Source: an optimization exercise on an open RTL-to-GDS flow (aim: small area). Production flows keep margins and buffers that such runs may drop.
Function was checked by simulation only, so behaviour that the tests miss may differ from the original.

==> inputs of fjord <==
Design Txt_Renderer, start of the top module:
module Txt_Renderer(
	input              CLOCK_50,
	input              RST_N,         
	input       [3:1]  KEY,
	input       [9:0]  SW,
	output      [6:0]  HEX3,
	output      [6:0]  HEX5,
	output             LEDR0,
	input       [31:0] from_hps,
	output      [7:0]  hps_dout1,     
	output      [7:0]  hps_dout2,     
	output             hps_op_cplt,   
	output      [2:0]  hps_sens_mode, 
	output      [3:1]  hps_sens_t,    
	output             hps_graph,     
	output      [12:0] p1_addr,
	output             p1_we,
	output      [7:0]  p1_w,
	input       [7:0]  p1_r,
	output      [12:0] p2_addr,
	input       [7:0]  p2_r,
	output VGA_CLK,
	output VGA_BLANK_N,
	output VGA_HS,
	output VGA_VS,
	output [7:0]VGA_R,
	output [7:0]VGA_B,
	output [7:0]VGA_G
);
clock: 30.0 ns
lec_check: 0
cap_margin: 20
core_margin: 2
core_utilization: 40
cts_cluster_diameter: 80
cts_cluster_size: 30
slew_margin: 20
synth_memory_max_bits: 65536
standard.sh (not shown) runs the stock make flow with config.mk's settings and CLKGATE_MAP_FILE= SYNTH_SCRIPT=/design/flow/synth_recipe.tcl, a recipe that flattens the netlist after the stock synthesis.
==> flow/flow/run.sh <==
#!/bin/bash
# Layout flow: the standard layout (standard.sh, ORFS make targets) run
# with a copy of the ORFS scripts that changes how the layout is made, not
# what it must meet:
#  - synthesis maps to cells with flow/abc_area.script, an area-oriented ABC
#    script (delay relaxed in &nf, no buffering or upsizing; the later ORFS
#    repair steps still fix slew, capacitance and timing);
#  - clock tree synthesis inserts no dummy loads;
#  - port buffers are buf_1 cells;
#  - after global routing, non-critical gates are downsized (RECOVER_POWER).
# Every tool's output goes to ORFS's logs under orfs/logs; make's own output
# goes to flow_make.log here.
set -euo pipefail
rm -rf scripts_area
cp -r "$FLOW_HOME/scripts" scripts_area
cp flow/abc_area.script scripts_area/abc_speed.script
sed -i 's/^  -sink_clustering_enable \\$/  -sink_clustering_enable -dont_use_dummy_load \\/' scripts_area/cts.tcl
grep -q -- '-dont_use_dummy_load' scripts_area/cts.tcl
bash standard.sh SCRIPTS_DIR="$PWD/scripts_area" \
  "BUFFER_PORTS_ARGS=-buffer_cell sky130_fd_sc_hd__buf_1" \
  RECOVER_POWER=100 finish > flow_make.log 2>&1
==> flow/flow/abc_area.script <==
&get -n
&st
&dch
&nf -R 1000 -p
&st
&syn2
&if -g -K 6
&synch2
&nf -R 1000 -p
&st
&syn2
&if -g -K 6
&synch2
&nf -R 1000 -p
&put
topo
stime -c
dnsize -c
==> raven (differences from fjord) <==
--- a/flow/design.v
+++ b/flow/design.v
@@ -221,33 +221,32 @@
 					mem_in <= din2;
 				end
 			endcase
 		end
 	end
 endmodule
 module Axes_Checker (
-	input [9:0] px,
+	input [9:0] p,
 	input [8:0] py,
 	output pxy_line);
 	function [2:0] hw(input [3:0] a);
 		hw = (4'd10 - a) >> 1;
 	endfunction
-	function in_arrow(input [3:0] a, input [3:0] d);
-		reg [2:0] h;
-		begin
-			h = hw(a);
-			in_arrow = ({1'b0, d} + h >= 5'd7) && ({1'b0, d} <= 5'd7 + h);
-		end
-	endfunction
-	wire px_5_9 = (px >= 10'd5) & (px <= 10'd9);
+	wire px_5_9 = (p >= 10'd1022) | (p <= 10'd2);             
 	wire py_5_9 = (py >= 9'd5) & (py <= 9'd9);
-	wire x_ax  = (px >= 10'd7) & (px <= 10'd606) & py_5_9;
+	wire x_ax  = (p <= 10'd599) & py_5_9;                      
 	wire y_ax  = (py >= 9'd7) & (py <= 9'd456) & px_5_9;
-	wire x_arr = (px >= 10'd607) & (px <= 10'd616) & (py[8:4] == 5'd0) & in_arrow(px[3:0] + 4'd1, py[3:0]);
-	wire y_arr = (py >= 9'd457) & (py <= 9'd466) & (px[9:4] == 6'd0) & in_arrow(py[3:0] + 4'd7, px[3:0]);
+	wire [3:0] ax = p[3:0] + 4'd8;                             
+	wire [2:0] hx = hw(ax);
+	wire x_arr = (p >= 10'd600) & (p <= 10'd609) & (py[8:4] == 5'd0) &
+	             ({1'b0, py[3:0]} + hx >= 5'd7) & ({1'b0, py[3:0]} <= 5'd7 + hx);
+	wire [3:0] ay = py[3:0] + 4'd7;                            
+	wire [2:0] hy = hw(ay);
+	wire [9:0] p_abs = p[9] ? -p : p;
+	wire y_arr = (py >= 9'd457) & (py <= 9'd466) & (p_abs <= {7'd0, hy});
 	assign pxy_line = x_ax | y_ax | x_arr | y_arr;
 endmodule
 module PX_Lin_Interpol (
     input [7:0] E,
     input [7:0] O,
     input w,
     input [4:0] f,
@@ -264,16 +263,15 @@
             end
             add9 = {c, s};
         end
     endfunction
     wire [7:0] c0 = w ? O : E;
     wire [9:0] d_full = add9({1'b0, O}, ~{1'b0, E}, 1'b1);     
     wire sd = d_full[8];
-    wire nz = |d_full[7:0];
-    wire neg = w ? (~sd & nz) : sd;
+    wire neg = w ^ sd;
     wire [7:0] x = d_full[7:0] ^ {8{sd}};                       
     reg [12:0] acc;
     reg [12:0] pp, sm;
     reg cr;
     integer b, k;
     always @(*) begin
         acc = sd ? {8'b0, f} : 13'b0;
@@ -2030,26 +2028,32 @@
 	assign LEDR0 = led_set;
 	reg [6:0] cnt;
 	wire refr = cnt != 7'd0;
 	always @(posedge CLOCK_50 or posedge rst) begin
 		if (rst) cnt <= 7'd0;
 		else if (trg | refr) cnt <= (cnt == 7'd100) ? 7'd0 : inc13({6'b0, cnt});
 	end
+	reg [7:0]  cnt_lo;
+	reg [15:0] cnt_hi;
+	integer q;
+	always @(*) begin
+		for (q = 0; q < 8; q = q + 1)  cnt_lo[q] = rst | (cnt[2:0] == q);
+		for (q = 0; q < 16; q = q + 1) cnt_hi[q] = rst | (cnt[6:3] == q);
+	end
 	reg [7:0] col [0:99];
 	wire [7:0] col_d = p2_r & {8{RST_N}};
 	genvar j;
 	generate
 		for (j = 0; j < 100; j = j + 1) begin : cols
 			always @(posedge CLOCK_50)
-				if (rst | (cnt == j + 1)) col[j] <= col_d;
+				if (cnt_lo[(j + 1) % 8] & cnt_hi[(j + 1) / 8]) col[j] <= col_d;
 		end
 	endgenerate
 	assign p2_addr = SW[0] ? {6'b010000, SW[1] ? SW[8:2] : cnt} : {3'b000, ci};
 	wire [2:0] r_shift = SW[8:6];
-	wire [9:0] px_a = add12({2'b0, px_x}, {9'h1ff, ~r_shift}, 1'b1);    
 	wire [9:0] p0 = add12({2'b0, px_x}, 12'hff9, 1'b0);
 	wire [5:0] f_full = add12({7'b0, p0[4:0]}, {9'h1ff, ~r_shift}, 1'b1);
 	wire brw = f_full[5];
 	wire [4:0] f_g = f_full[4:0];
 	wire [4:0] i0 = p0[9:5];
 	wire [4:0] i0m = dec13({8'b0, i0});
 	wire [4:0] ci_g = brw ? i0m : i0;
@@ -2084,15 +2088,15 @@
 			wire hit;
 			PX_Lin_Interpol lerp (.E(ev), .O(od), .w(sw_eo), .f(f_g), .Y(Y), .pxy(hit));
 			wire en_k = (k < 2) ? sens_mode[k] : sens_mode[2];
 			assign pxy[k] = hit & ~oob & en_k;
 		end
 	endgenerate
 	wire axes;
-	Axes_Checker axes_checker (.px(px_a), .py(py), .pxy_line(axes));
+	Axes_Checker axes_checker (.p({ci_g, f_g}), .py(py), .pxy_line(axes));
 	wire [7:0] graph_R, graph_G, graph_B;
 	Graph_TH_Handler G_TH_Handler (.px_code({axes, pxy}),
 		.graph_R(graph_R), .graph_G(graph_G), .graph_B(graph_B));
 	assign VGA_R = SW[0] ? graph_R : txt_R;
 	assign VGA_G = SW[0] ? graph_G : txt_G;
 	assign VGA_B = SW[0] ? graph_B : txt_B;
 endmodule
==> flow/flow/run.sh (replaced) <==
#!/bin/bash
# Layout flow: the standard layout (standard.sh, ORFS make targets) run
# with a copy of the ORFS scripts that changes how the layout is made, not
# what it must meet:
#  - synthesis maps to cells with flow/abc_area.script, an area-oriented ABC
#    script (rounds of &dc2, &dch and &nf with delay relaxed, no buffering
#    or upsizing; the later ORFS
#    repair steps still fix slew, capacitance and timing);
#  - clock tree synthesis inserts no dummy loads;
#  - port buffers are buf_1 cells.
# Every tool's output goes to ORFS's logs under orfs/logs; make's own output
# goes to flow_make.log here.
set -euo pipefail
rm -rf scripts_area
cp -r "$FLOW_HOME/scripts" scripts_area
cp flow/abc_area.script scripts_area/abc_speed.script
sed -i 's/^  -sink_clustering_enable \\$/  -sink_clustering_enable -dont_use_dummy_load \\/' scripts_area/cts.tcl
grep -q -- '-dont_use_dummy_load' scripts_area/cts.tcl
bash standard.sh SCRIPTS_DIR="$PWD/scripts_area" \
  "BUFFER_PORTS_ARGS=-buffer_cell sky130_fd_sc_hd__buf_1" \
  finish > flow_make.log 2>&1
==> flow/flow/abc_area.script (replaced) <==
&get -n
&st
&dc2
&dch -f
&nf -R 1000 -p
&st
&dc2
&dch -f
&nf -R 1000 -p
&st
&dc2
&dch -f
&nf -R 1000 -p
&st
&dc2
&dch -f
&nf -R 1000 -p
&put
topo
stime -c
CAP_MARGIN = 10   (was 20)
CORE_UTILIZATION = 55   (was 40)
CTS_CLUSTER_DIAMETER = 60   (was 80)
CTS_CLUSTER_SIZE = 25   (was 30)
GPL_TIMING_DRIVEN = 0   (was default)
PLACE_DENSITY = 0.7   (was default)
SLEW_MARGIN = 10   (was 20)
==> results.txt <==
Result of the run: fjord finished with violations; raven no timing/DRC/antenna violations
Violated checks: fjord max-capacitance violations, max-slew violations; raven -
Compound-gate portion of the synthesized area: fjord 14.5%; raven 13.4%
Maximum single-stage delay on the critical path: fjord 660 ps; raven 670 ps
Core occupancy in the finished layout: fjord 44.7%; raven 61.3%
Proportion of cell area occupied by multi-input gates: fjord 40.2%; raven 39.2%
Wire length of the first global-routing pass: fjord 272 mm; raven 246 mm
Reg-to-reg startpoint: fjord vc[4]$_DFFE_PN0P_; raven hc[0]$_DFFE_PN0P_
Mapped Avg Cell Area: fjord 12.4 um^2; raven 12.7 um^2
Area of the core region: fjord 0.122 mm^2; raven 0.0866 mm^2
Worst hold start: fjord trg_q1$_DFF_PN0_; raven key_q1[2]$_DFF_PN0_
Worst slew margin: fjord -422%; raven 2.85%
Post-Synth Adder-Cell Area: fjord 14.1%; raven 14.1%
Clock buffer count: fjord 51; raven 61
Final RePlAce weighted congestion: fjord 1.08; raven 1.07
Highest attainable clock frequency: fjord 35.2 MHz; raven 34.4 MHz
Slew @ Worst Pin: fjord 7830 ps; raven 1460 ps
Setup slack on the worst flop-to-flop path: fjord 19310 ps; raven 16880 ps

==> separate check: timing with driven ports <==
No port has a modelled driver above. Below, the same layouts with a new extraction and two added sets of constraints.
Step 1, drivers: a clkbuf_16 drives CLOCK_50 and a buf_2 each remaining input, both assumed.
Step 2 times the ports against the registers' clock, not the clock port: input delays grow and output delays shrink by t, the midpoint of the rising clock arrivals with the driver on.
a / b / c = no drivers / after step 1 / after step 2; a / b = the first two.
run | t (ns) | setup slack, ns | latest minus earliest clock arrival (ns) | worst register clock-pin slew, ns
fjord | 0.706 | 1.623 / 1.601 / 1.601 | 0.170 / 0.170 | 0.11 / 0.11
raven | 0.713 | 0.892 / 0.870 / 0.870 | 0.110 / 0.110 | 0.10 / 0.10
